This design comes from an exercise in tuning for small area, a short achievable clock period and few clock cycles per item on the open sky130 flow, not from production work.
Where RTL was checked, it was by simulation tests only, not by an equivalence proof against the original.
No functional check of the RTL was part of run 2.

$ cat design.v
module modexp1 (
  input  wire [7:0] a,
  input  wire [7:0] b,
  input  wire [7:0] n,
  output wire [7:0] r
);
  reg [15:0] p;
  reg [7:0]  acc;    
  reg        c;
  reg        x, y;
  integer i, j;
  always @* begin
    acc = a & {8{b[0]}};
    p   = 16'd0;
    p[0] = acc[0];
    acc = {1'b0, acc[7:1]};
    for (i = 1; i < 8; i = i + 1) begin
      c = 1'b0;
      for (j = 0; j < 8; j = j + 1) begin
        x = acc[j];
        y = a[j] & b[i];
        acc[j] = x ^ y ^ c;
        c = (x & y) | (x & c) | (y & c);
      end
      p[i] = acc[0];
      acc = {c, acc[7:1]};
    end
    p[15:8] = acc;
  end
  reg [7:0] rem;
  reg [8:0] xr, d;
  reg       bc;
  integer k, t;
  always @* begin
    rem = p[15:8];
    for (k = 7; k >= 0; k = k - 1) begin
      xr = {rem, p[k]};
      bc = 1'b1;
      for (t = 0; t < 8; t = t + 1) begin
        d[t] = xr[t] ^ ~n[t] ^ bc;
        bc = (xr[t] & ~n[t]) | (xr[t] & bc) | (~n[t] & bc);
      end
      d[8] = xr[8] | bc;   
      rem = d[8] ? d[7:0] : xr[7:0];
    end
  end
  assign r = rem;
endmodule
module modexp_top (
  input  wire       clk,
  input  wire       rst,
  input  wire       in_valid,
  output reg        in_ready,
  input  wire [7:0] e,
  input  wire [7:0] n,
  input  wire [7:0] m,
  output reg        out_valid,
  output wire [7:0] r
);
  reg       busy;    
  reg       first;   
  reg       op_s;    
  reg       op_m;    
  reg       last;    
  reg [8:0] w;       
  reg [7:0] n_q, m_q, r_q;
  assign r = r_q;
  wire accept = in_valid && in_ready && !rst;
  wire [7:0] a = first ? ((w == 9'd1) ? 8'd1 : m_q) : r_q;
  wire [7:0] b = op_s ? r_q : op_m ? m_q : 8'd1;
  wire [7:0] prod;
  modexp1 mm (.a(a), .b(b), .n(n_q), .r(prod));
  reg [8:0] w0;
  integer i;
  always @* begin
    w0 = 9'd0;
    for (i = 1; i < 9; i = i + 1)
      if (w[i]) w0 = w << (9 - i);
  end
  reg [8:0] w_n;
  reg       s_n, m_n, last_n;
  always @* begin
    w_n = w;
    s_n = 1'b0;
    m_n = 1'b0;
    if (first) begin
      w_n = w0;
      s_n = (w0[7:0] != 8'd0);
    end else if (op_s && w[8]) begin
      m_n = 1'b1;
    end else begin
      w_n = {w[7:0], 1'b0};
      s_n = 1'b1;
    end
    if (m_n)      last_n = (w_n[7:0] == 8'h80);
    else if (s_n) last_n = !w_n[8] && (w_n[7:0] == 8'h80);
    else          last_n = 1'b1;
  end
  always @(posedge clk) begin
    if (rst) begin
      busy      <= 1'b0;
      out_valid <= 1'b0;
      in_ready  <= 1'b1;
    end else begin
      busy      <= accept || (busy && !last);
      out_valid <= busy && last;
      in_ready  <= !accept && (!busy || last || last_n);
    end
  end
  always @(posedge clk) begin
    if (in_ready) begin
      w   <= {e, 1'b1};
      n_q <= n;
      m_q <= m;
    end else begin
      w   <= w_n;
    end
    if (in_ready) begin
      first <= 1'b1;
      op_s  <= 1'b0;
      op_m  <= 1'b0;
      last  <= 1'b0;
    end else begin
      first <= 1'b0;
      op_s  <= s_n;
      op_m  <= m_n;
      last  <= last_n;
    end
    if (busy)
      r_q <= prod;
  end
endmodule
$ cat run.sh
#!/bin/bash
# synth_recipe.tcl (not shown) runs the flow's synth.tcl, then flattens the netlist and writes it again
# the make line also repeats each setting of config.mk as NAME=value (left out here)
make -C /OpenROAD-flow-scripts/flow DESIGN_CONFIG=/design/flow/config.mk WORK_HOME=/design/flow/orfs CLKGATE_MAP_FILE= SYNTH_SCRIPT=/design/flow/synth_recipe.tcl finish
$ cat config.mk
export PLATFORM = sky130hd
export DESIGN_NAME = modexp_top
export DESIGN_NICKNAME = modexp_top
export VERILOG_FILES = /design/flow/design.v
export SDC_FILE = /design/flow/constraint.sdc
export NUM_CORES = 4
export LEC_CHECK = 0
export CAP_MARGIN = 20
export CORE_MARGIN = 2
export CORE_UTILIZATION = 60
export PLACE_DENSITY = 0.75
export SLEW_MARGIN = 20
$ cat constraint.sdc
create_clock -name core_clock -period 320.0 [get_ports {clk}]
set_input_delay 64.0000 -clock core_clock [delete_from_list [all_inputs] [get_ports {clk}]]
set_output_delay 64.0000 -clock core_clock [all_outputs]
set_load 0.01 [all_outputs]
==> key figures, run 1 <==
Routing
  – Detailed-route via count: 4462
  – Routed Antenna Nets: 0
  – Final wirelength: 12740 um
  – Via density: 6.071
  – DR WL/cell: 17.33 um
  – TritonRoute pass-1 iters: 6
  – DRC viols: 0
  – Iter 0 DRT Violations: 229

Synthesis
  – Sequential fraction of the synthesis area: 17.85%
  – Post-Synthesis Cell Area: 0.005831 mm^2
  – Synth Net Count: 728
  – EDFF count, synth: 24
  – Asr flop ratio synth: 0%
  – Synth cell types: 64
  – Synth warnings: 2
  – Ys flop type: edfxtp_1
  – Post-synthesis cell count: 581
  – Syn_area_per_cell: 10.04 um^2
  – Yosys reg bits: 40

Worst setup path
  – R2R Setup Slk: 281.08 ns
  – Reg2reg path depth: 126
  – Reg-to-reg endpoint: r_q[4]
  – WP data arrival: 1.25 ns
  – Crit-path slowest cell: clkdlybuf4s50_1
  – Crit path max-delay family: buffers and inverters
  – Worst EP required: 256.00 ns
  – CP Cell Sequence: clkdlybuf4s50_1
  – Crit. Startpoint: r_q[5]
  – Buffers & Inverters on Critical Path: 1
  – Critical-path maximum fanout: 3
  – Setup crit start kind: flip-flop
  – Critical path depth: 1
  – CP Capture Point: r[5]
  – Crit. End Element: primary output
  – Crit path kind: flip-flop to primary output
  – R2r startpoint: first
  – Slowest stage delay, CP: 0.57 ns

STA
  – Worst slew pin tran: 1.058 ns
  – Final setup violation count: 0
  – Post-route setup TNS: 0 ns
  – Final Skew: 0.008047 ns
  – Fin. max-slew vios: 0
  – Final hold vios: 0
  – Fin crit share: 20.39%
  – RSZ-0062 raised after global routing: no
  – Slew headroom: 28.52%
  – F_max: 15.33 MHz
  – Final min period: 65.25 ns

Floorplan
  – DIE AREA: 0.01052 mm^2
  – Starting Density: 62.51%
  – IO Count: 37
  – Chip Height: 102.6 um
  – Standard-cell rows: 35
  – Die W: 102.6 um
  – Core ar.: 0.009328 mm^2

Finish
  – End-of-flow core utilization: 68.02%
  – Cell area after layout: 0.006345 mm^2
  – Nets: 752
  – Fraction of layout cells with a size suffix above 1: 8.911%
  – Non-filler cells, final: 735
  – Antenna diodes: 0
  – Layout area overhead: 8.820%

Global routing
  – First-pass GRT wire length: 21550 um
  – Total grt overflow: 0
  – Vias in the first global route: 4447
  – Largest net degree at the start of global routing: 34
  – Tot GR Track Use: 26.32%
  – Initial antenna violation count: 0

Clocking
  – Post-CTS setup buffer count: 0
  – Clock Sink Count: 40
  – Clk slew on worst S/H paths: 0.09 ns
  – CTS resizes: 0
  – Root Driver: clkbuf_8
  – Hold_buf cts: 0
  – H-tree levels: 2
  – TritonCTS Buffers: 5
  – Clock Latency Late Sink: 0.30 ns
  – Longest Clk Path Bufs: 2
  – CTS tree: done

Placement
  – GPL Wtd Cong: 0.8896
  – Placed inst area: 0.006264 mm^2
  – HPWL Detailed: 10540 um
  – IO buf count: 36
  – Dpl cells: 727

Outcome
  – Status: complete, no violations

Job
  – MaxCap Viol Count: 0

Worst hold path
  – Worst hold path class: flip-flop to flip-flop
[through the flow]
stage	worst slack (ns)	hold WS (ns)
3_5_place_dp	255.08	0.4289
4_1_cts	254.75	0.4484
3_3_place_gp	255.09	0.4237
2_1_floorplan	255.30	0.4046
6_report	254.75	0.4412
5_1_grt	254.70	0.4601
[final cells by class]
type                    count  area [um^2]
fillers                   743         2983
well taps                 129        161.4
repair buffers             37        367.9
clock buffers               7        76.32
inverters                  69        259.0
flip-flops and latches     40         1041
clock inverters             1        5.005
multi-input cells         452         4434
[routing by layer]
metal	track usage [%]	vias up	share of wire [%]
met4	5.744	0	1.9
met5	0	-	0
met3	3.458	17	6.1
li1	-	2033	-
met2	43.64	160	48
met1	37.51	2252	44
[logic make-up (layout without fill, tap and decap cells)]
logic type      count (synthesis)  in the layout  share of synthesized area, %
compound gates                116            116                         15.02
xor+xnor                        6              6                        0.9013
buf+inv                        89            114                         6.094
flops                          40             40                         17.85
mux                            49             49                         9.356
fa+ha+maj                     120            120                         38.37
simple gates                  161            161                         12.40
[how the worst min path moves through the flow]
stage / startpoint / endpoint / cells past startpoint
final: last / out_valid / 2
after global routing: last / out_valid / 2
after CTS: last / out_valid / 2
after detailed placement: last / out_valid / 2
after global placement: last / out_valid / 2
after floorplan: last / out_valid / 2
[cells in the mapped netlist, types with 5 or more instances]
| master | instances | area [um^2] |
|---|---|---|
| a22oi_1 | 13 | 97.59 |
| or2_2 | 7 | 43.79 |
| inv_1 | 68 | 255.2 |
| ha_1 | 22 | 275.3 |
| clkbuf_1 | 15 | 56.30 |
| mux2i_1 | 19 | 190.2 |
| nor2b_1 | 9 | 56.30 |
| edfxtp_1 | 24 | 720.7 |
| nor3_1 | 5 | 25.02 |
| dfxtp_1 | 16 | 320.3 |
| nand2_1 | 37 | 138.9 |
| nand2b_1 | 5 | 31.28 |
| nor2_1 | 79 | 296.5 |
| a221o_1 | 7 | 70.07 |
| a21oi_1 | 16 | 80.08 |
| xor2_1 | 5 | 43.79 |
| o21ai_0 | 33 | 165.2 |
| mux2_2 | 27 | 304.0 |
| fa_1 | 98 | 1962 |
[state kept, by name (all words and copies together), names as in the netlist]
register / cells
w: 9
m_q: 8
n_q: 8
r_q: 8
busy: 1
first: 1
in_ready: 1
last: 1
op_m: 1
op_s: 1
out_valid: 1
[placed cells by master, fill, tap and decap left out, types with 9 or more instances in the layout]
cell type / instances
fa_1: 98
nor2_1: 79
inv_1: 68
nand2_1: 37
clkdlybuf4s50_1: 36
o21ai_0: 33
mux2_2: 27
edfxtp_1: 24
ha_1: 22
mux2i_1: 19
a21oi_1: 16
dfxtp_1: 16
a22oi_1: 13
nor2b_1: 9
Testbench counts, summed over its fixed seeds: cycles 20,640, items 2,048.
==> run 2: changes to the inputs <==
--- a/design.v
+++ b/design.v
@@ -52,3 +52,3 @@
   input  wire       in_valid,
-  output reg        in_ready,
+  output wire       in_ready,
   input  wire [7:0] e,
@@ -65,6 +65,7 @@
   reg [8:0] w;       
-  reg [7:0] n_q, m_q, r_q;
+  reg [7:0] e_q, n_q, m_q, r_q;
+  assign in_ready = !busy || last;
   assign r = r_q;
   wire accept = in_valid && in_ready && !rst;
-  wire [7:0] a = first ? ((w == 9'd1) ? 8'd1 : m_q) : r_q;
+  wire [7:0] a = first ? ((e_q == 8'd0) ? 8'd1 : m_q) : r_q;
   wire [7:0] b = op_s ? r_q : op_m ? m_q : 8'd1;
@@ -76,4 +77,4 @@
     w0 = 9'd0;
-    for (i = 1; i < 9; i = i + 1)
-      if (w[i]) w0 = w << (9 - i);
+    for (i = 0; i < 8; i = i + 1)
+      if (e_q[i]) w0 = {e_q, 1'b1} << (8 - i);
   end
@@ -102,3 +103,2 @@
       out_valid <= 1'b0;
-      in_ready  <= 1'b1;
     end else begin
@@ -106,3 +106,2 @@
       out_valid <= busy && last;
-      in_ready  <= !accept && (!busy || last || last_n);
     end
@@ -110,10 +109,6 @@
   always @(posedge clk) begin
-    if (in_ready) begin
-      w   <= {e, 1'b1};
-      n_q <= n;
-      m_q <= m;
-    end else begin
-      w   <= w_n;
-    end
-    if (in_ready) begin
+    if (accept) begin
+      e_q   <= e;
+      n_q   <= n;
+      m_q   <= m;
       first <= 1'b1;
@@ -122,3 +117,4 @@
       last  <= 1'b0;
-    end else begin
+    end else if (busy && !last) begin
+      w     <= w_n;
       first <= 1'b0;
==> run 2 against run 1 <==
Compared with the run above: cell count up 0.95%; register-to-register slack better by 1.3 ns; via count down 1.2%; first-iteration DRC count up 27%; worst hold slack better by 0.020 ns; critical path type unchanged; critical endpoint is now in_ready.
==> key figures, run 2 <==
Synthesis
  – Area contributors post-synth: fa_1 (32%), edfxtp_1 (20%), nor2_1 (5.5%)
  – Count leader, synth: fa_1
  – EDFF count, synth: 41 (+71%)
  – Syn_area_per_cell: 10.44 um^2 (+4.0%)
  – Synth warnings: 2 (unchanged)
  – Sequential fraction of the synthesis area: 22.29% (+4.4 points)
  – Ys flop type: edfxtp_1
  – Post-synth top cells: fa_1 (98), nor2_1 (89), inv_1 (64)
  – Area leader, netlist: fa_1
  – Post-Synthesis Cell Area: 0.006063 mm^2 (+4.0%)
  – Asr flop ratio synth: 0% (unchanged)
  – Synth top area share: 32.36% (-1.3 points)
  – Yosys reg bits: 47 (+18%)
  – Post-synthesis cell count: 581 (unchanged)
  – Synth cell types: 66 (+3.1%)
  – Synth Net Count: 728 (unchanged)

STA
  – Final setup violation count: 0 (unchanged)
  – Fin crit share: 20.59% (+0.20 points)
  – Final Skew: 0.009604 ns (+0.001557 ns)
  – Slew headroom: 42.61% (+14 points)
  – Fin. max-slew vios: 0 (unchanged)
  – F_max: 15.18 MHz (-0.95%)
  – PnR worst setup slack: 254.12 ns (-0.6290 ns)
  – Final min period: 65.88 ns (+0.6290 ns)
  – Post-route setup TNS: 0 ns (unchanged)
  – Worst slew pin tran: 0.8596 ns (-0.1987 ns)
  – RSZ-0062 raised after global routing: no
  – Final hold vios: 0 (unchanged)

Placement
  – Pre-CTS setup slack: 254.25 ns (-0.8300 ns)
  – Placed inst area: 0.006510 mm^2 (+3.9%)
  – GPL Wtd Cong: 0.8960 (+0.72%)
  – HPWL Detailed: 10480 um (-0.49%)
  – IO buf count: 36 (unchanged)

Routing
  – Iter 0 DRT Violations: 291 (+27%)
  – Routed Antenna Nets: 0 (unchanged)
  – Final wirelength: 12720 um (-0.19%)
  – Via density: 5.941 (-2.1%)
  – DR WL/cell: 17.14 um (-1.1%)
  – DRC viols: 0 (unchanged)
  – Detailed-route via count: 4408 (-1.2%)
  – TritonRoute pass-1 iters: 5 (-1)

Finish
  – Antenna diodes: 0 (unchanged)
  – Top reg by flops: w
  – Cell area after layout: 0.006621 mm^2 (+4.4%)
  – Layout area overhead: 9.203%
  – Max reg flops: 9 (unchanged)
  – Most frequent cells in the layout: fa_1 (98), nor2_1 (88), inv_1 (64)
  – Fraction of layout cells with a size suffix above 1: 8.539% (-0.37 points)
  – End-of-flow core utilization: 67.74% (-0.28 points)
  – Commonest non-fill, non-tap cell in the layout: fa_1
  – Nets: 755 (+0.40%)

Worst hold path
  – Worst Hold Path EP: out_valid
  – HP Start: last
  – WHS Path Cells: 2 (unchanged)
  – Worst hold path class: flip-flop to flip-flop

Clocking
  – Hold_buf cts: 0 (unchanged)
  – Clk slew on worst S/H paths: 0.09 ns (about the same)
  – Longest Clk Path Bufs: 2 (unchanged)
  – CTS resizes: 0 (unchanged)
  – Root Driver: clkbuf_8
  – CTS tree: done
  – Clock Sink Count: 47 (+18%)
  – Post-CTS setup buffer count: 0 (unchanged)
  – H-tree levels: 2 (unchanged)
  – Clock Latency Late Sink: 0.31 ns (about the same)
  – TritonCTS Buffers: 5 (unchanged)

Worst setup path
  – Critical-path maximum fanout: 16 (+13)
  – WP data arrival: 1.88 ns (+0.63 ns)
  – Worst EP required: 256.00 ns (about the same)
  – Setup crit start kind: flip-flop
  – Reg2reg path depth: 123 (-2.4%)
  – R2r startpoint: first
  – Reg-to-reg endpoint: r_q[7]
  – R2R Setup Slk: 282.33 ns (+1.25 ns)
  – Crit path kind: flip-flop to primary output
  – Crit. End Element: primary output

Global routing
  – First-pass GRT wire length: 22360 um (+3.7%)
  – Largest net degree at the start of global routing: 29 (-15%)
  – Tot GR Track Use: 25.39% (-0.93 points)
  – Total grt overflow: 0 (unchanged)
  – Vias in the first global route: 4672 (+5.1%)
  – Initial antenna violation count: 0 (unchanged)

Outcome
  – Status: complete, no violations

Floorplan
  – Core ar.: 0.009774 mm^2 (+4.8%)
  – Starting Density: 62.03% (-0.48 points)
  – DIE AREA: 0.01093 mm^2 (+3.8%)
  – Chip Height: 104.5 um (+1.9%)
  – IO Count: 37 (unchanged)
  – Standard-cell rows: 36 (+2.9%)
  – Die W: 104.5 um (+1.9%)

Job
  – MaxCap Viol Count: 0 (unchanged)
==> run 2: metrics by stage <==
| stage | hold WS (ns) | instances |
|---|---|---|
| final | 0.4611 | 742 |
| after floorplan | 0.4173 | 581 |
| after detailed placement | 0.4524 | 734 |
| after global routing | 0.4849 | 742 |
| after CTS | 0.4615 | 742 |
| after global placement | 0.4452 | 734 |
==> run 2: worst max path at each step <==
stage	start	to	slack (ns)	cells past startpoint
2_1_floorplan	rst	e_q[0]	254.42	2
3_3_place_gp	rst	e_q[0]	254.30	4
3_5_place_dp	rst	e_q[0]	254.25	4
4_1_cts	busy	in_ready	254.10	4
5_1_grt	busy	in_ready	253.97	4
6_report	busy	in_ready	254.12	4
==> run 2: cell type report <==
type / count / area [um^2]
multi-input combinational: 451 / 4370
inverter: 65 / 246.5
timing repair buffer: 38 / 375.4
sequential: 47 / 1351
clock buffer: 5 / 68.82
fill: 775 / 3153
tap: 133 / 166.4
clock inverter: 3 / 42.54
==> run 2: critical path: stages, from the launching register on <==
cell and delay, ns:
dfxtp_1 0.56, nor2b_1 0.19, buf_4 0.24, inv_1 0.09
clkdlybuf4s50_1 0.50
==> run 2: metal layers <==
metal	GRT usage, %	share of wire, %	vias to the layer above
met5	0	0	-
met4	6.757	2.0	0
met3	3.759	4.8	25
met2	43.32	51	117
met1	34.12	42	2216
li1	-	-	2050
==> run 2: cells by family after synthesis <==
logic type | share of synthesized area [%]
xor+xnor | 0.8667
buf+inv | 5.675
flops | 22.29
compound gates | 13.62
mux | 7.594
simple gates | 13.06
fa+ha+maj | 36.90
==> run 3: changes to the inputs <==
--- a/design.v
+++ b/design.v
@@ -52,3 +52,3 @@
   input  wire       in_valid,
-  output wire       in_ready,
+  output reg        in_ready,
   input  wire [7:0] e,
@@ -65,8 +65,9 @@
   reg [8:0] w;       
-  reg [7:0] e_q, n_q, m_q, r_q;
-  assign in_ready = !busy || last;
+  reg [7:0] n_q, m_q, r_q;
   assign r = r_q;
   wire accept = in_valid && in_ready && !rst;
-  wire [7:0] a = first ? ((e_q == 8'd0) ? 8'd1 : m_q) : r_q;
-  wire [7:0] b = op_s ? r_q : op_m ? m_q : 8'd1;
+  wire e_ge2  = |w[8:2];
+  wire direct = first && e_ge2 && (m_q < n_q);
+  wire [7:0] a = first ? ((w == 9'd1) ? 8'd1 : m_q) : r_q;
+  wire [7:0] b = op_s ? r_q : (op_m || direct) ? m_q : 8'd1;
   wire [7:0] prod;
@@ -77,19 +78,18 @@
     w0 = 9'd0;
-    for (i = 0; i < 8; i = i + 1)
-      if (e_q[i]) w0 = {e_q, 1'b1} << (8 - i);
+    for (i = 1; i < 9; i = i + 1)
+      if (w[i]) w0 = w << (9 - i);
   end
-  reg [8:0] w_n;
-  reg       s_n, m_n, last_n;
+  reg [8:0] cw, w_n;
+  reg       cs, s_n, m_n, last_n;
   always @* begin
-    w_n = w;
+    cw = first ? w0 : w;
+    cs = first ? direct : op_s;
+    w_n = cw;
     s_n = 1'b0;
     m_n = 1'b0;
-    if (first) begin
-      w_n = w0;
-      s_n = (w0[7:0] != 8'd0);
-    end else if (op_s && w[8]) begin
+    if (cs && cw[8]) begin
       m_n = 1'b1;
     end else begin
-      w_n = {w[7:0], 1'b0};
-      s_n = 1'b1;
+      if (cs || !first) w_n = {cw[7:0], 1'b0};
+      s_n = (w_n[7:0] != 8'd0);
     end
@@ -103,2 +103,3 @@
       out_valid <= 1'b0;
+      in_ready  <= 1'b1;
     end else begin
@@ -106,2 +107,3 @@
       out_valid <= busy && last;
+      in_ready  <= !accept && (!busy || last || last_n);
     end
@@ -109,6 +111,10 @@
   always @(posedge clk) begin
-    if (accept) begin
-      e_q   <= e;
-      n_q   <= n;
-      m_q   <= m;
+    if (in_ready) begin
+      w   <= {e, 1'b1};
+      n_q <= n;
+      m_q <= m;
+    end else begin
+      w   <= w_n;
+    end
+    if (in_ready) begin
       first <= 1'b1;
@@ -117,4 +123,3 @@
       last  <= 1'b0;
-    end else if (busy && !last) begin
-      w     <= w_n;
+    end else begin
       first <= 1'b0;
==> run 3 against run 2 <==
Compared with the run above: cell count increased by 6.1%; sequential cell count decreased by 7; sequential share of layout area decreased by 4.9 points; clock-buffer cell count unchanged; largest cell class unchanged; highest routed layer unchanged.
==> key figures, run 3 <==
Outcome
  – Status: complete, no violations

Routing
  – Via density: 6.205 (+4.4%)
  – DR WL/cell: 18.75 um (+9.4%)
  – DRC viols: 0 (unchanged)
  – Iter 0 DRT Violations: 247 (-15%)
  – Detailed-route via count: 4883 (+11%)
  – Routed Antenna Nets: 0 (unchanged)
  – TritonRoute pass-1 iters: 5 (unchanged)
  – Final wirelength: 14760 um (+16%)

Worst setup path
  – Crit path max-delay family: buffers and inverters
  – Crit. End Element: primary output
  – Worst EP required: 256.00 ns (about the same)
  – Crit-path slowest cell: clkdlybuf4s50_1
  – R2R Setup Slk: 281.76 ns (-0.57 ns)
  – Critical-path maximum fanout: 3 (-13)
  – WP data arrival: 1.26 ns (-0.62 ns)
  – Setup crit start kind: flip-flop
  – Crit path kind: flip-flop to primary output
  – Slowest stage delay, CP: 0.55 ns (about the same)
  – Buffers & Inverters on Critical Path: 1 (-2)
  – CP Cell Sequence: clkdlybuf4s50_1

Clocking
  – Post-CTS setup buffer count: 0 (unchanged)
  – Clock Sink Count: 40 (-15%)
  – Hold_buf cts: 0 (unchanged)
  – TritonCTS Buffers: 5 (unchanged)
  – H-tree levels: 2 (unchanged)
  – Clk slew on worst S/H paths: 0.09 ns (about the same)
  – Longest Clk Path Bufs: 2 (unchanged)
  – Root Driver: clkbuf_8
  – Clock Latency Late Sink: 0.31 ns (about the same)
  – CTS resizes: 0 (unchanged)
  – CTS tree: done

STA
  – Final Skew: 0.01328 ns (+0.003676 ns)
  – Fin crit share: 20.39% (-0.19 points)
  – Final min period: 65.26 ns (-0.6200 ns)
  – Final setup violation count: 0 (unchanged)
  – F_max: 15.32 MHz (+0.95%)
  – Worst slew pin tran: 0.8935 ns (+0.03390 ns)
  – Final hold vios: 0 (unchanged)
  – Slew headroom: 40.35% (-2.3 points)
  – Post-route setup TNS: 0 ns (unchanged)
  – Fin. max-slew vios: 0 (unchanged)
  – RSZ-0062 raised after global routing: no

Floorplan
  – Die W: 105.3 um (+0.76%)
  – Chip Height: 105.3 um (+0.76%)
  – IO Count: 37 (unchanged)
  – Standard-cell rows: 36 (unchanged)
  – Starting Density: 62.44% (+0.41 points)
  – DIE AREA: 0.01109 mm^2 (+1.5%)
  – Core ar.: 0.009864 mm^2 (+0.92%)

Synthesis
  – Area leader, netlist: fa_1
  – Syn_area_per_cell: 9.762 um^2 (-6.5%)
  – Synth cell types: 75 (+14%)
  – Area contributors post-synth: fa_1 (32%), edfxtp_1 (12%), ha_1 (5.9%)
  – Post-Synthesis Cell Area: 0.006160 mm^2 (+1.6%)
  – EDFF count, synth: 24 (-41%)
  – Post-synthesis cell count: 631 (+8.6%)
  – Post-synth top cells: fa_1 (98), nor2_1 (93), inv_1 (67)
  – Yosys reg bits: 40 (-15%)
  – Count leader, synth: fa_1
  – Synth top area share: 31.85% (-0.51 points)
  – Synth warnings: 2 (unchanged)
  – Sequential fraction of the synthesis area: 16.90% (-5.4 points)
  – Ys flop type: edfxtp_1
  – Synth Net Count: 785 (+7.8%)
  – Asr flop ratio synth: 0% (unchanged)

Placement
  – Placed inst area: 0.006593 mm^2 (+1.3%)
  – IO buf count: 36 (unchanged)
  – HPWL Detailed: 11800 um (+13%)
  – GPL Wtd Cong: 0.9183 (+2.5%)

Finish
  – Top reg by flops: w
  – End-of-flow core utilization: 68.00% (+0.26 points)
  – Layout area overhead: 8.897%
  – Filler cell count: 784 (+1.2%)
  – Most frequent cells in the layout: fa_1 (98), nor2_1 (93), inv_1 (67)
  – Nets: 807 (+6.9%)
  – Cell area after layout: 0.006708 mm^2 (+1.3%)
  – Commonest non-fill, non-tap cell in the layout: fa_1
  – Max reg flops: 9 (unchanged)
  – Fraction of layout cells with a size suffix above 1: 8.716% (+0.18 points)
  – Antenna diodes: 0 (unchanged)

Job
  – MaxCap Viol Count: 0 (unchanged)

Worst hold path
  – Worst hold path class: flip-flop to flip-flop

Global routing
  – Top Usage Layer GRT: met2
  – First-pass GRT wire length: 25120 um (+12%)
  – Largest net degree at the start of global routing: 32 (+10%)
  – Total grt overflow: 0 (unchanged)
  – Met2 Resource Use GR: 48.39% (+5.1 points)
  – Tot GR Track Use: 28.57% (+3.2 points)
  – Vias in the first global route: 5022 (+7.5%)
  – Initial antenna violation count: 0 (unchanged)
  – Global Route met3 Usage: 4.453% (+0.69 points)
  – GRT met1 Usage: 37.72% (+3.6 points)
-- run 3: tightest hold or removal path: cells and delay by family, from the launching register on --
kind | cells | cell delay, ns
flops | 1 | 0.31
simple gates | 2 | 0.08
-- run 3: logic make-up after synthesis --
kind of cell | Yosys count | share of synthesized area (%)
and+or+nand+nor | 190 | 14.52
AOI/OAI and AO/OA | 136 | 16.62
adders and majority gates | 127 | 37.74
buffers and inverters | 90 | 5.850
muxes | 42 | 7.516
DFF | 40 | 16.90
xor gates and xnor gates | 6 | 0.8531
-- run 3: worst paths after layout --
kind	end	from	cells past startpoint
worst max-delay path	r[3]	r_q[3]	1
worst min register to register	out_valid	last	2
worst max register to register	r_q[3]	n_q[1]	128
worst min-delay path	out_valid	last	2
-- run 3: layout make-up --
type                       count  area [um^2]  area share (%)
timing repair buffer          38        375.4           5.596
clock buffer                   5        68.82           1.026
inverter                      67        251.5           3.749
multi-input combinational    501         4762           70.99
sequential                    40         1041           15.52
tap                          133        166.4           2.481
clock inverter                 3        42.54          0.6342
-- run 3: per-stage QoR --
stage	instances	hold slack (ns)	worst slack (ns)
floorplan	631	0.4046	255.22
global placement	779	0.4220	255.08
detailed placement	779	0.4220	255.07
CTS	787	0.4230	254.73
global route	787	0.4504	254.69
finish	787	0.4152	254.74
-- run 3: layer usage --
| layer | vias up | share of wire, % |
|---|---|---|
| li1 | 2230 | - |
| met1 | 2430 | 42 |
| met2 | 190 | 50 |
| met3 | 33 | 5.9 |
| met4 | 0 | 2.5 |
| met5 | - | 0 |
Testbench counts of run 3, summed over its fixed seeds: cycles 19,620, items 2,048.
==> run 4: changes to the inputs <==
==> flow/run.sh (new file) <==
#!/bin/bash
# Own layout flow: the standard layout (standard.sh) with two changes:
#  - ABC maps the logic with an area-oriented script (flow/abc_area.script)
#    instead of ORFS's delay-oriented one. Registers are mapped before ABC,
#    so they are the standard synthesis's.
#  - the port buffers that ORFS inserts are sky130_fd_sc_hd__buf_1.
# Each tool's log is under orfs/logs/; make's output goes to make_flow.log.
set -euo pipefail
W=$(pwd)
orig=$(grep -o 'SYNTH_SCRIPT=[^ ]*' standard.sh | head -1 | cut -d= -f2-)
cat > flow/own_synth.tcl <<EOT
proc abc {args} {
  set i [lsearch \$args -script]
  if {\$i >= 0} { set args [lreplace \$args \$i [expr {\$i + 1}] -script $W/flow/abc_area.script] }
  yosys abc {*}\$args
}
source $orig
EOT
{ cat config.mk
  echo "export BUFFER_PORTS_ARGS = -buffer_cell sky130_fd_sc_hd__buf_1"
  echo "export ABC_CLOCK_PERIOD_IN_PS = 50000"
} > flow/own.mk
sed -e "s#SYNTH_SCRIPT=[^ ]*#SYNTH_SCRIPT=$W/flow/own_synth.tcl#" \
    -e "s#DESIGN_CONFIG=[^ ]*#DESIGN_CONFIG=$W/flow/own.mk#" standard.sh > flow/own_standard.sh
bash flow/own_standard.sh > make_flow.log 2>&1
==> flow/abc_area.script (new file) <==
strash
balance
rewrite
refactor
balance
rewrite
rewrite -z
balance
refactor -z
rewrite -z
balance
dch
map -a
mfs2
strash
dch
map -a
mfs2
strash
dch
map -a
mfs2
strash
dch
map -a
topo
stime -c
dnsize -c
==> flow/own.mk (new file) <==
export PLATFORM = sky130hd
export DESIGN_NAME = modexp_top
export DESIGN_NICKNAME = bench
export VERILOG_FILES = /design/flow/design.v
export SDC_FILE = /design/flow/constraint.sdc
export NUM_CORES = 4
export LEC_CHECK = 0
export CAP_MARGIN = 20
export CORE_MARGIN = 2
export CORE_UTILIZATION = 60
export PLACE_DENSITY = 0.75
export SLEW_MARGIN = 20
export BUFFER_PORTS_ARGS = -buffer_cell sky130_fd_sc_hd__buf_1
export ABC_CLOCK_PERIOD_IN_PS = 50000
==> flow/own_standard.sh (new file) <==
#!/bin/bash
# The standard flow's own layout of this design, on the ORFS make targets given (by default finish). After
# finish it leaves the final layout's DEF at /design/flow/out/final.def.
set -euo pipefail
make -C /OpenROAD-flow-scripts/flow DESIGN_CONFIG=/design/flow/flow/own.mk WORK_HOME=/design/flow/orfs CLKGATE_MAP_FILE= SYNTH_SCRIPT=/design/flow/flow/own_synth.tcl CAP_MARGIN=20 CORE_MARGIN=2 CORE_UTILIZATION=60 PLACE_DENSITY=0.75 SLEW_MARGIN=20 "${@:-finish}"
if [[ -f /design/flow/orfs/results/sky130hd/modexp_top/base/6_final.odb ]]; then
  : # left out here: write the final layout as DEF
fi
==> flow/own_synth.tcl (new file) <==
proc abc {args} {
  set i [lsearch $args -script]
  if {$i >= 0} { set args [lreplace $args $i [expr {$i + 1}] -script /design/flow/flow/abc_area.script] }
  yosys abc {*}$args
}
source /design/flow/synth_recipe.tcl
==> standard.sh (new file) <==
#!/bin/bash
# synth_recipe.tcl (not shown) runs the flow's synth.tcl, then flattens the netlist and writes it again
# the make line also repeats each setting of config.mk as NAME=value (left out here)
make -C /OpenROAD-flow-scripts/flow DESIGN_CONFIG=/design/flow/config.mk WORK_HOME=/design/flow/orfs CLKGATE_MAP_FILE= SYNTH_SCRIPT=/design/flow/synth_recipe.tcl "${@:-finish}"
removed: run.sh
==> run 4 against run 3 <==
Compared with the run above: still clean; synthesized cell count is 2.1% lower; sequential cell count stayed put; die area is 12% lower; first-iteration DRC count is 29% lower; maximum frequency is 0.56% higher; sequential share of layout area is 2.3 points higher; via count is 8.6% lower; worst hold slack better by 0.059 ns; clock skew is 0.0042 ns higher; critical path depth stayed put; wire length is 17% lower; critical endpoint is now r[0]; largest cell class unchanged; highest routed layer unchanged.
==> key figures, run 4 <==
Outcome
  – Status: complete, no violations

Synthesis
  – Synth warnings: 2 (unchanged)
  – Synth Area in XOR/XNOR: 0.9711% (+0.12 points)
  – EDFF count, synth: 24 (unchanged)
  – Adder-Cell Fraction of Synth Area: 42.96% (+5.2 points)
  – Synth Net Count: 772 (-1.7%)
  – Asr flop ratio synth: 0% (unchanged)
  – Synth Area in Compound Gates: 12.49% (-4.1 points)
  – Post-synth top cells: nor2_1 (119), nand2_1 (110), fa_1 (98)
  – Area leader, netlist: fa_1
  – Largest family of logic cells by synthesized area: adder cells
  – Area contributors post-synth: fa_1 (36%), edfxtp_1 (13%), nor2_1 (8.3%)
  – Ys flop type: edfxtp_1
  – Syn_area_per_cell: 8.756 um^2 (-10%)
  – Post-Synthesis Cell Area: 0.005411 mm^2 (-12%)
  – Mux cell area share after synthesis: 1.295% (-6.2 points)
  – Synth cell types: 27 (-64%)
  – Synth Area in Simple Gates: 17.57% (+3.0 points)
  – Yosys reg bits: 40 (unchanged)
  – Sequential fraction of the synthesis area: 19.24% (+2.3 points)
  – Post-synthesis cell count: 618 (-2.1%)
  – Synth top area share: 36.25% (+4.4 points)
  – Count leader, synth: nor2_1

STA
  – Hold slack: 0.4739 ns (+0.05878 ns)
  – Fin. max-slew vios: 0 (unchanged)
  – RSZ-0062 raised after global routing: no
  – Slew headroom: 42.82% (+2.5 points)
  – Post-route setup TNS: 0 ns (unchanged)
  – Final min period: 64.90 ns (-0.3620 ns)
  – F_max: 15.41 MHz (+0.56%)
  – Final Skew: 0.01753 ns (+0.004245 ns)
  – Fin crit share: 20.28% (-0.11 points)
  – Final setup violation count: 0 (unchanged)
  – PnR worst setup slack: 255.10 ns (+0.3620 ns)
  – Worst slew pin tran: 0.8545 ns (-0.03902 ns)
  – Final hold vios: 0 (unchanged)

Worst setup path
  – Crit. End Element: primary output
  – Crit path max-delay family: flip-flops
  – Buffers & Inverters on Critical Path: 1 (unchanged)
  – Slowest stage delay, CP: 0.43 ns (-0.12 ns)
  – Worst EP required: 256.00 ns (about the same)
  – Crit-path slowest cell: edfxtp_1
  – Critical-path maximum fanout: 3 (unchanged)
  – WP data arrival: 0.90 ns (-0.36 ns)
  – CP Cell Sequence: buf_1
  – Setup crit start kind: flip-flop
  – Crit path kind: flip-flop to primary output

Clocking
  – CTS tree: done
  – CTS resizes: 0 (unchanged)
  – H-tree levels: 2 (unchanged)
  – Longest Clk Path Bufs: 2 (unchanged)
  – Root Driver: clkbuf_8
  – Clock Latency Late Sink: 0.31 ns (about the same)
  – Post-CTS setup buffer count: 0 (unchanged)
  – Hold_buf cts: 0 (unchanged)
  – Clk slew on worst S/H paths: 0.09 ns (about the same)
  – Clock Sink Count: 40 (unchanged)
  – TritonCTS Buffers: 5 (unchanged)

Routing
  – Via density: 5.764 (-7.1%)
  – DR WL/cell: 15.85 um (-15%)
  – DRC viols: 0 (unchanged)
  – Routed Antenna Nets: 0 (unchanged)
  – Detailed-route via count: 4461 (-8.6%)
  – TritonRoute pass-1 iters: 5 (unchanged)
  – Iter 0 DRT Violations: 175 (-29%)
  – Final wirelength: 12270 um (-17%)

Finish
  – Most frequent cells in the layout: nor2_1 (119), nand2_1 (110), fa_1 (98)
  – Non-filler cells, final: 774 (-1.7%)
  – Max reg flops: 9 (unchanged)
  – Antenna diodes: 0 (unchanged)
  – Layout area overhead: 8.208%
  – Nets: 819 (+1.5%)
  – End-of-flow core utilization: 67.14% (-0.85 points)
  – Commonest non-fill, non-tap cell in the layout: nor2_1
  – Fraction of layout cells with a size suffix above 1: 2.553% (-6.2 points)
  – Top reg by flops: w

Global routing
  – First-pass GRT wire length: 21650 um (-14%)
  – Total grt overflow: 0 (unchanged)
  – Tot GR Track Use: 27.56% (-1.0 points)
  – Vias in the first global route: 4586 (-8.7%)
  – Largest net degree at the start of global routing: 33 (+3.1%)
  – Initial antenna violation count: 0 (unchanged)

Job
  – MaxCap Viol Count: 0 (unchanged)

Placement
  – Dpl cells: 766 (-1.7%)
  – IO buf count: 36 (unchanged)
  – GPL Wtd Cong: 0.8997 (-2.0%)
  – Pre-CTS setup slack: 255.26 ns (+0.1860 ns)
  – HPWL Detailed: 10220 um (-13%)

Floorplan
  – Starting Density: 62.05% (-0.39 points)
  – Standard-cell rows: 34 (-5.6%)
  – Chip Height: 98.97 um (-6.0%)
  – Core ar.: 0.008721 mm^2 (-12%)
  – IO Count: 37 (unchanged)
  – Die W: 98.97 um (-6.0%)
  – DIE AREA: 0.009795 mm^2 (-12%)

Worst hold path
  – Worst hold path class: flip-flop to flip-flop
==> run 4: cell count changes after synthesis, moves of 11 or more <==
cell | before | now
mux2i_1 | 19 | 7
nor2_1 | 93 | 119
a31oi_1 | 1 | 12
clkbuf_1 | 17 | 0
nand2_1 | 36 | 110
inv_1 | 67 | 0
mux2_2 | 18 | 0
clkinv_1 | 0 | 79
==> run 4: through the flow <==
stage | area, um^2
6_report | 5856
5_1_grt | 5856
4_1_cts | 5856
3_5_place_dp | 5712
3_3_place_gp | 5712
2_1_floorplan | 5411
==> run 4: final timing paths <==
kind          start         to  slack (ns)  cells after the start
max          r_q[0]       r[0]      255.10                      1
min            last  out_valid        0.47                      2
max reg2reg  n_q[1]     r_q[1]      283.19                    131
min reg2reg    last  out_valid        0.47                      2
==> run 4: kinds of logic after synthesis <==
kind of cell    Yosys count
mux                       7
fa+ha+maj               127
compound gates          113
xor+xnor                  6
buf+inv                  79
simple gates            246
flops                    40
==> run 4: final cells by class <==
type	count	area, um^2
clock buffer	8	143.9
fill	704	2865
inverter	79	296.5
multi-input combinational	499	4074
sequential	40	1041
tap	108	135.1
timing repair buffer	40	165.2
==> run 4: routing by layer <==
layer  vias up  part of all wire, %  global-route usage [%]
li1       2126                    -                       -
met2       152                   50                   46.93
met4         0                  1.1                   5.058
met3        16                  6.8                   3.617
met5         -                    0                       0
met1      2167                   42                   38.65
==> run 4: worst min-delay path, cell delays in order (launching register included) <==
cell	delay, ns
dfxtp_1	0.32
nand2_1	0.07
nor2_1	0.04
==> run 5: changes to the inputs <==
--- a/design.v
+++ b/design.v
@@ -64,9 +64,17 @@
   reg       last;    
-  reg [8:0] w;       
-  reg [7:0] n_q, m_q, r_q;
+  reg [2:0] pos;     
+  reg [7:0] e_q, n_q, m_q, r_q;
   assign r = r_q;
   wire accept = in_valid && in_ready && !rst;
-  wire e_ge2  = |w[8:2];
+  reg [2:0] lead1;
+  integer i;
+  always @* begin
+    lead1 = 3'd0;
+    for (i = 2; i < 8; i = i + 1)
+      if (e_q[i]) lead1 = i - 1;
+  end
+  wire e_ge2 = |e_q[7:1];
+  wire e_z   = !e_q[0] && !e_ge2;
   wire direct = first && e_ge2 && (m_q < n_q);
-  wire [7:0] a = first ? ((w == 9'd1) ? 8'd1 : m_q) : r_q;
+  wire [7:0] a = first ? (e_z ? 8'd1 : m_q) : r_q;
   wire [7:0] b = op_s ? r_q : (op_m || direct) ? m_q : 8'd1;
@@ -74,25 +82,20 @@
   modexp1 mm (.a(a), .b(b), .n(n_q), .r(prod));
-  reg [8:0] w0;
-  integer i;
+  wire [2:0] cur = first ? lead1 : pos;
+  wire       cs  = first ? direct : op_s;
+  wire       mul = cs && e_q[cur];
+  reg  [2:0] pos_n;
+  reg        s_n, last_n;
   always @* begin
-    w0 = 9'd0;
-    for (i = 1; i < 9; i = i + 1)
-      if (w[i]) w0 = w << (9 - i);
-  end
-  reg [8:0] cw, w_n;
-  reg       cs, s_n, m_n, last_n;
-  always @* begin
-    cw = first ? w0 : w;
-    cs = first ? direct : op_s;
-    w_n = cw;
-    s_n = 1'b0;
-    m_n = 1'b0;
-    if (cs && cw[8]) begin
-      m_n = 1'b1;
+    if (mul) begin
+      pos_n = cur;
+      s_n   = 1'b0;
+    end else if (first && !cs) begin
+      pos_n = lead1;
+      s_n   = e_ge2;
     end else begin
-      if (cs || !first) w_n = {cw[7:0], 1'b0};
-      s_n = (w_n[7:0] != 8'd0);
+      pos_n = cur - 3'd1;
+      s_n   = (cur != 3'd0);
     end
-    if (m_n)      last_n = (w_n[7:0] == 8'h80);
-    else if (s_n) last_n = !w_n[8] && (w_n[7:0] == 8'h80);
+    if (mul)      last_n = (pos_n == 3'd0);
+    else if (s_n) last_n = (pos_n == 3'd0) && !e_q[0];
     else          last_n = 1'b1;
@@ -112,9 +115,5 @@
     if (in_ready) begin
-      w   <= {e, 1'b1};
-      n_q <= n;
-      m_q <= m;
-    end else begin
-      w   <= w_n;
-    end
-    if (in_ready) begin
+      e_q   <= e;
+      n_q   <= n;
+      m_q   <= m;
       first <= 1'b1;
@@ -126,7 +125,7 @@
       op_s  <= s_n;
-      op_m  <= m_n;
+      op_m  <= mul;
       last  <= last_n;
     end
-    if (busy)
-      r_q <= prod;
+    pos <= pos_n;
+    r_q <= prod;
   end
--- a/flow/run.sh
+++ b/flow/run.sh
@@ -6,2 +6,3 @@
 #  - the port buffers that ORFS inserts are sky130_fd_sc_hd__buf_1.
+#  - clock tree synthesis inserts no dummy loads.
 # Each tool's log is under orfs/logs/; make's output goes to make_flow.log.
@@ -21,2 +22,3 @@
   echo "export ABC_CLOCK_PERIOD_IN_PS = 50000"
+  echo "export CTS_ARGS = -sink_clustering_enable -repair_clock_nets -dont_use_dummy_load"
 } > flow/own.mk
--- a/flow/own.mk
+++ b/flow/own.mk
@@ -14 +14,2 @@
 export ABC_CLOCK_PERIOD_IN_PS = 50000
+export CTS_ARGS = -sink_clustering_enable -repair_clock_nets -dont_use_dummy_load
==> run 5 against run 4 <==
Compared with the run above: still clean; via count decreased by 10%; global-route usage decreased by 2.1 points; sequential cell count increased by 2; design area decreased by 5.7%; register-to-register slack improved by 0.22 ns; non-clock buffer count decreased by 2; utilization decreased by 0.63 points; clock-buffer cell count decreased by 3.
==> key figures, run 5 <==
Global routing
  – Tot GR Track Use: 25.42% (-2.1 points)
  – First-pass GRT wire length: 19130 um (-12%)
  – Largest net degree at the start of global routing: 30 (-9.1%)
  – Vias in the first global route: 4187 (-8.7%)
  – Initial antenna violation count: 0 (unchanged)
  – Total grt overflow: 0 (unchanged)

Worst setup path
  – Crit path max-delay family: flip-flops
  – Buffers & Inverters on Critical Path: 1 (unchanged)
  – Worst EP required: 256.00 ns (about the same)
  – Crit. Startpoint: in_ready
  – Critical-path maximum fanout: 29 (+26)
  – CP Cell Sequence: buf_1
  – Setup crit start kind: flip-flop
  – Crit. End Element: primary output
  – WP data arrival: 1.23 ns (+0.33 ns)
  – Crit-path slowest cell: dfxtp_2
  – Crit path kind: flip-flop to primary output
  – Slowest stage delay, CP: 0.72 ns (+0.29 ns)
  – R2r startpoint: n_q[1]

Routing
  – Routed Antenna Nets: 0 (unchanged)
  – Detailed-route via count: 4010 (-10%)
  – DRC viols: 0 (unchanged)
  – TritonRoute pass-1 iters: 5 (unchanged)
  – DR WL/cell: 15.76 um (-0.54%)
  – Final wirelength: 11140 um (-9.1%)
  – Via density: 5.672 (-1.6%)
  – Iter 0 DRT Violations: 182 (+4.0%)

STA
  – F_max: 15.33 MHz (-0.51%)
  – RSZ-0062 raised after global routing: no
  – Fin. max-slew vios: 0 (unchanged)
  – Final hold vios: 0 (unchanged)
  – Slew headroom: 43.10% (+0.28 points)
  – Worst slew pin tran: 0.8534 ns (-0.001066 ns)
  – Post-route setup TNS: 0 ns (unchanged)
  – Final setup violation count: 0 (unchanged)
  – Final min period: 65.23 ns (+0.3310 ns)
  – Fin crit share: 20.38% (+0.10 points)
  – Final Skew: 0.01704 ns (-0.0004859 ns)

Clocking
  – CTS tree: done
  – H-tree levels: 2 (unchanged)
  – Clock Latency Late Sink: 0.30 ns (about the same)
  – Longest Clk Path Bufs: 2 (unchanged)
  – Hold_buf cts: 0 (unchanged)
  – Post-CTS setup buffer count: 0 (unchanged)
  – CTS resizes: 0 (unchanged)
  – Clk slew on worst S/H paths: 0.08 ns (about the same)
  – TritonCTS Buffers: 5 (unchanged)
  – Root Driver: clkbuf_8
  – Clock Sink Count: 42 (+5.0%)

Finish
  – Filler cell count: 686 (-2.6%)
  – Nets: 760 (-7.2%)
  – Layout area overhead: 6.802%
  – Commonest non-fill, non-tap cell in the layout: nor2_1
  – Fraction of layout cells with a size suffix above 1: 2.159% (-0.39 points)
  – Non-filler cells, final: 707 (-8.7%)
  – Most frequent cells in the layout: nor2_1 (118), fa_1 (98), nand2_1 (82)
  – Antenna diodes: 0 (unchanged)

Synthesis
  – Ys flop type: edfxtp_1
  – Post-synthesis cell count: 559 (-9.5%)
  – Synth top area share: 37.96% (+1.7 points)
  – Synth Net Count: 715 (-7.4%)
  – Post-synth top cells: nor2_1 (118), fa_1 (98), nand2_1 (82)
  – Count leader, synth: nor2_1
  – EDFF count, synth: 24 (unchanged)
  – Area contributors post-synth: fa_1 (38%), edfxtp_1 (14%), nor2_1 (8.6%)
  – Post-Synthesis Cell Area: 0.005169 mm^2 (-4.5%)
  – Syn_area_per_cell: 9.246 um^2 (+5.6%)
  – Yosys reg bits: 42 (+5.0%)
  – Asr flop ratio synth: 0% (unchanged)
  – Sequential fraction of the synthesis area: 20.92% (+1.7 points)
  – Area leader, netlist: fa_1
  – Synth warnings: 2 (unchanged)
  – Synth cell types: 23 (-15%)

Floorplan
  – Chip Height: 96.82 um (-2.2%)
  – Core ar.: 0.008299 mm^2 (-4.8%)
  – Standard-cell rows: 33 (-2.9%)
  – IO Count: 37 (unchanged)
  – Starting Density: 62.28% (+0.23 points)
  – DIE AREA: 0.009373 mm^2 (-4.3%)
  – Die W: 96.82 um (-2.2%)

Worst hold path
  – HP Start: last
  – Worst hold path class: flip-flop to flip-flop

Job
  – MaxCap Viol Count: 0 (unchanged)

Placement
  – GPL Wtd Cong: 0.9428 (+4.8%)
  – Dpl cells: 702 (-8.4%)
  – IO buf count: 36 (unchanged)
  – HPWL Detailed: 9376 um (-8.3%)

Outcome
  – Status: complete, no violations
[run 5: path summary, 6_finish.rpt]
| kind | endpoint | slack, ns | depth (start not counted) |
|---|---|---|---|
| setup / recovery | in_ready | 254.77 | 1 |
| hold / removal | out_valid | 0.43 | 2 |
| setup reg to reg | r_q[1] | 283.41 | 129 |
| hold reg to reg | out_valid | 0.43 | 2 |
[run 5: metrics by stage]
step / util (%) / hold slack, ns / area, um^2 / setup slack (ns)
2_1_floorplan: - / 0.4137 / 5169 / 255.08
3_3_place_gp: 65.67 / 0.4215 / 5450 / 254.72
3_5_place_dp: 65.67 / 0.4230 / 5450 / 254.71
4_1_cts: 66.50 / 0.4346 / 5519 / 254.38
5_1_grt: 66.52 / 0.4700 / 5520 / 254.67
6_report: 66.52 / 0.4341 / 5520 / 254.77
[run 5: cells by family (layout without fill, tap and decap cells)]
| kind of cell | Yosys count | in the layout | synth area share (%) |
|---|---|---|---|
| AO/OA/AOI/OAI | 88 | 88 | 9.949 |
| XOR/XNOR | 8 | 8 | 1.356 |
| adder cells (fa/ha/maj) | 129 | 129 | 45.46 |
| buffers and inverters | 75 | 118 | 5.447 |
| flip-flops | 42 | 42 | 20.92 |
| multiplexers | 6 | 6 | 1.162 |
| AND/OR/NAND/NOR | 211 | 211 | 15.71 |
[run 5: layer usage]
layer  routed length [um]  vias up  GRT usage [%]  part of all wire, %
met2                 5768      119          45.09                   52
li1                     -     1894              -                    -
met4                  332        0          9.534                  3.0
met3                  474       31          2.240                  4.3
met5                    0        -              0                    0
met1                 4569     1966          32.55                   41
[run 5: worst register-to-register path, delay by kind of cell (launching register included)]
| kind | cells | cell delay, ns |
|---|---|---|
| AO/OA/AOI/OAI | 20 | 3.11 |
| adder cells (fa/ha/maj) | 70 | 27.18 |
| buffers and inverters | 17 | 2.36 |
| flip-flops | 1 | 0.53 |
| AND/OR/NAND/NOR | 22 | 3.27 |
[run 5: cell type report]
| class | count | area (um^2) | share of cell area, % |
|---|---|---|---|
| clock buffer | 5 | 68.82 | 1.247 |
| tap | 105 | 131.4 | 2.380 |
| sequential | 42 | 1082 | 19.61 |
| timing repair buffer | 38 | 150.1 | 2.720 |
| multi-input combinational | 442 | 3806 | 68.95 |
| inverter | 75 | 281.5 | 5.100 |
Testbench counts of run 5, summed over its fixed seeds: cycles 19,620, items 2,048.
==> run 6: changes to the inputs <==
--- a/flow/run.sh
+++ b/flow/run.sh
@@ -6,3 +6,2 @@
 #  - the port buffers that ORFS inserts are sky130_fd_sc_hd__buf_1.
-#  - clock tree synthesis inserts no dummy loads.
 # Each tool's log is under orfs/logs/; make's output goes to make_flow.log.
@@ -22,3 +21,2 @@
   echo "export ABC_CLOCK_PERIOD_IN_PS = 50000"
-  echo "export CTS_ARGS = -sink_clustering_enable -repair_clock_nets -dont_use_dummy_load"
 } > flow/own.mk
removed: flow/own.mk
removed: flow/own_standard.sh
removed: flow/own_synth.tcl
==> run 6 against run 5 <==
Compared with the run above: maximum frequency about the same; first-iteration DRC count increased by 26%; non-clock buffer count unchanged; synthesized area unchanged; register-to-register slack improved by 0.02 ns; worst hold slack about the same; sequential share of layout area decreased by 0.11 points; die area unchanged; critical endpoint unchanged.
==> key figures, run 6 <==
Outcome
  – Status: complete, no violations

Global routing
  – Largest net degree at the start of global routing: 30 (unchanged)
  – Tot GR Track Use: 25.61% (+0.19 points)
  – Vias in the first global route: 4227 (+0.96%)
  – Initial antenna violation count: 0 (unchanged)
  – Total grt overflow: 0 (unchanged)
  – First-pass GRT wire length: 19260 um (+0.68%)

Finish
  – Layout area overhead: 7.383%
  – End-of-flow core utilization: 66.88% (+0.36 points)
  – Nets: 760 (unchanged)
  – Most frequent cells in the layout: nor2_1 (118), fa_1 (98), nand2_1 (82)
  – Fraction of layout cells with a size suffix above 1: 2.645% (+0.49 points)
  – Commonest non-fill, non-tap cell in the layout: nor2_1
  – Antenna diodes: 0 (unchanged)

Routing
  – DR WL/cell: 15.85 um (+0.57%)
  – TritonRoute pass-1 iters: 5 (unchanged)
  – DRC viols: 0 (unchanged)
  – Routed Antenna Nets: 0 (unchanged)
  – Via density: 5.663 (-0.15%)
  – Detailed-route via count: 4021 (+0.27%)
  – Iter 0 DRT Violations: 229 (+26%)
  – Final wirelength: 11260 um (+1.0%)

Synthesis
  – Syn_area_per_cell: 9.246 um^2 (unchanged)
  – Sequential fraction of the synthesis area: 20.92% (unchanged)
  – Area contributors post-synth: fa_1 (38%), edfxtp_1 (14%), nor2_1 (8.6%)
  – Post-Synthesis Cell Area: 0.005169 mm^2 (unchanged)
  – Ys flop type: edfxtp_1
  – Post-synth top cells: nor2_1 (118), fa_1 (98), nand2_1 (82)
  – Synth warnings: 2 (unchanged)
  – EDFF count, synth: 24 (unchanged)
  – Synth Net Count: 715 (unchanged)
  – Count leader, synth: nor2_1
  – Synth top area share: 37.96% (unchanged)
  – Yosys reg bits: 42 (unchanged)
  – Post-synthesis cell count: 559 (unchanged)
  – Area leader, netlist: fa_1
  – Asr flop ratio synth: 0% (unchanged)
  – Synth cell types: 23 (unchanged)

Worst setup path
  – Buffers & Inverters on Critical Path: 1 (unchanged)
  – Crit-path slowest cell: dfxtp_2
  – Crit. End Element: primary output
  – Worst EP required: 256.00 ns (about the same)
  – WP data arrival: 1.23 ns (about the same)
  – Crit path kind: flip-flop to primary output
  – Reg-to-reg endpoint: r_q[3]
  – Crit path max-delay family: flip-flops
  – Reg2reg path depth: 130 (+0.78%)
  – CP Capture Point: in_ready
  – Critical path depth: 1 (unchanged)
  – Setup crit start kind: flip-flop
  – CP Cell Sequence: buf_1
  – Slowest stage delay, CP: 0.72 ns (about the same)
  – R2R Setup Slk: 283.43 ns (+0.02 ns)
  – Critical-path maximum fanout: 29 (unchanged)
  – Crit. Startpoint: in_ready
  – R2r startpoint: n_q[1]

Clocking
  – Hold_buf cts: 0 (unchanged)
  – Root Driver: clkbuf_8
  – Clock Sink Count: 42 (unchanged)
  – CTS resizes: 0 (unchanged)
  – Longest Clk Path Bufs: 2 (unchanged)
  – Clk slew on worst S/H paths: 0.08 ns (about the same)
  – Clock Latency Late Sink: 0.30 ns (about the same)
  – TritonCTS Buffers: 5 (unchanged)
  – CTS tree: done
  – H-tree levels: 2 (unchanged)
  – Post-CTS setup buffer count: 0 (unchanged)

STA
  – Slew headroom: 42.62% (-0.49 points)
  – Fin. max-slew vios: 0 (unchanged)
  – F_max: 15.33 MHz (about the same)
  – Final hold vios: 0 (unchanged)
  – RSZ-0062 raised after global routing: no
  – Post-route setup TNS: 0 ns (unchanged)
  – Final min period: 65.23 ns (-0.005000 ns)
  – Fin crit share: 20.38% (about the same)
  – Final setup violation count: 0 (unchanged)
  – Final Skew: 0.006533 ns (-0.01051 ns)
  – Worst slew pin tran: 0.8608 ns (+0.007337 ns)

Worst hold path
  – Worst hold path class: flip-flop to flip-flop

Floorplan
  – Die W: 96.82 um (unchanged)
  – Chip Height: 96.82 um (unchanged)
  – DIE AREA: 0.009373 mm^2 (unchanged)
  – Standard-cell rows: 33 (unchanged)
  – Starting Density: 62.28% (unchanged)
  – IO Count: 37 (unchanged)
  – Core ar.: 0.008299 mm^2 (unchanged)

Placement
  – IO buf count: 36 (unchanged)
  – GPL Wtd Cong: 0.9428 (unchanged)
  – HPWL Detailed: 9376 um (unchanged)

Job
  – MaxCap Viol Count: 0 (unchanged)
## run 6: per-stage QoR
stage                     cell area, um^2  hold WS [ns]  cells  setup WS (ns)
after floorplan                      5169        0.4137    559         255.08
after global placement               5450        0.4215    702         254.72
after detailed placement             5450        0.4230    702         254.71
after CTS                            5549        0.4346    710         254.38
after global routing                 5550        0.4700    710         254.67
final                                5550        0.4343    710         254.78
## run 6: cells by family after synthesis
kind of cell / synth area share [%]
AO/OA/AOI/OAI: 9.949
XOR/XNOR: 1.356
adder cells (fa/ha/maj): 45.46
buffers and inverters: 5.447
flip-flops: 20.92
multiplexers: 1.162
AND/OR/NAND/NOR: 15.71
## run 6: cell type report
class / instances / area [um^2]
multi-input cells: 442 / 3806
fillers: 681 / 2749
flip-flops and latches: 42 / 1082
inverters: 75 / 281.5
repair buffers: 38 / 150.1
well taps: 105 / 131.4
clock buffers: 6 / 82.58
clock inverters: 2 / 16.27
## run 6: how the worst min path moves through the flow
stage / startpoint / endpoint / cells past startpoint
after floorplan: last / out_valid / 2
after global placement: last / out_valid / 2
after detailed placement: last / out_valid / 2
after CTS: last / out_valid / 2
after global routing: busy / out_valid / 2
final: last / out_valid / 2
## run 6: metal layers
metal	routed length [um]	vias to the layer above	share of wire [%]	track usage, %
li1	-	1894	-	-
met1	4638	1969	41	32.65
met2	5861	127	52	45.35
met3	451	31	4.0	2.240
met4	303	0	2.7	10.08
met5	0	-	0	0

==> port drivers added, routing unchanged <==
How much do the figures lean on ideal ports? The routed layouts below were timed once more, with nothing changed but the port constraints. Step 1 (the two cells are an assumption about what drives the block):
set clk [get_ports {clk}]
set_driving_cell -lib_cell sky130_fd_sc_hd__clkbuf_16 $clk
set_driving_cell -lib_cell sky130_fd_sc_hd__buf_2 [delete_from_list [all_inputs] $clk]
Step 2 times the ports against the registers' clock, not the clock port: input delays grow and output delays shrink by t, the midpoint of the rising clock arrivals with the driver on. Slacks: no drivers / after step 1 / after step 2; pairs: no drivers / after step 1.
run	shift t [ns]	setup WS [ns]	slew at the worst register clock pin (ns)
run 1	0.320	254.748 / 254.721 / 255.041	0.09 / 0.09
run 2	0.336	254.119 / 254.085 / 254.290	0.10 / 0.10
run 3	0.336	254.739 / 254.704 / 255.040	0.09 / 0.09
run 4	0.320	255.101 / 255.078 / 255.167	0.09 / 0.09
run 5	0.319	254.770 / 254.741 / 255.060	0.08 / 0.08
run 6	0.323	254.775 / 254.748 / 255.071	0.08 / 0.08
After both steps setup and hold are still met in every run listed.
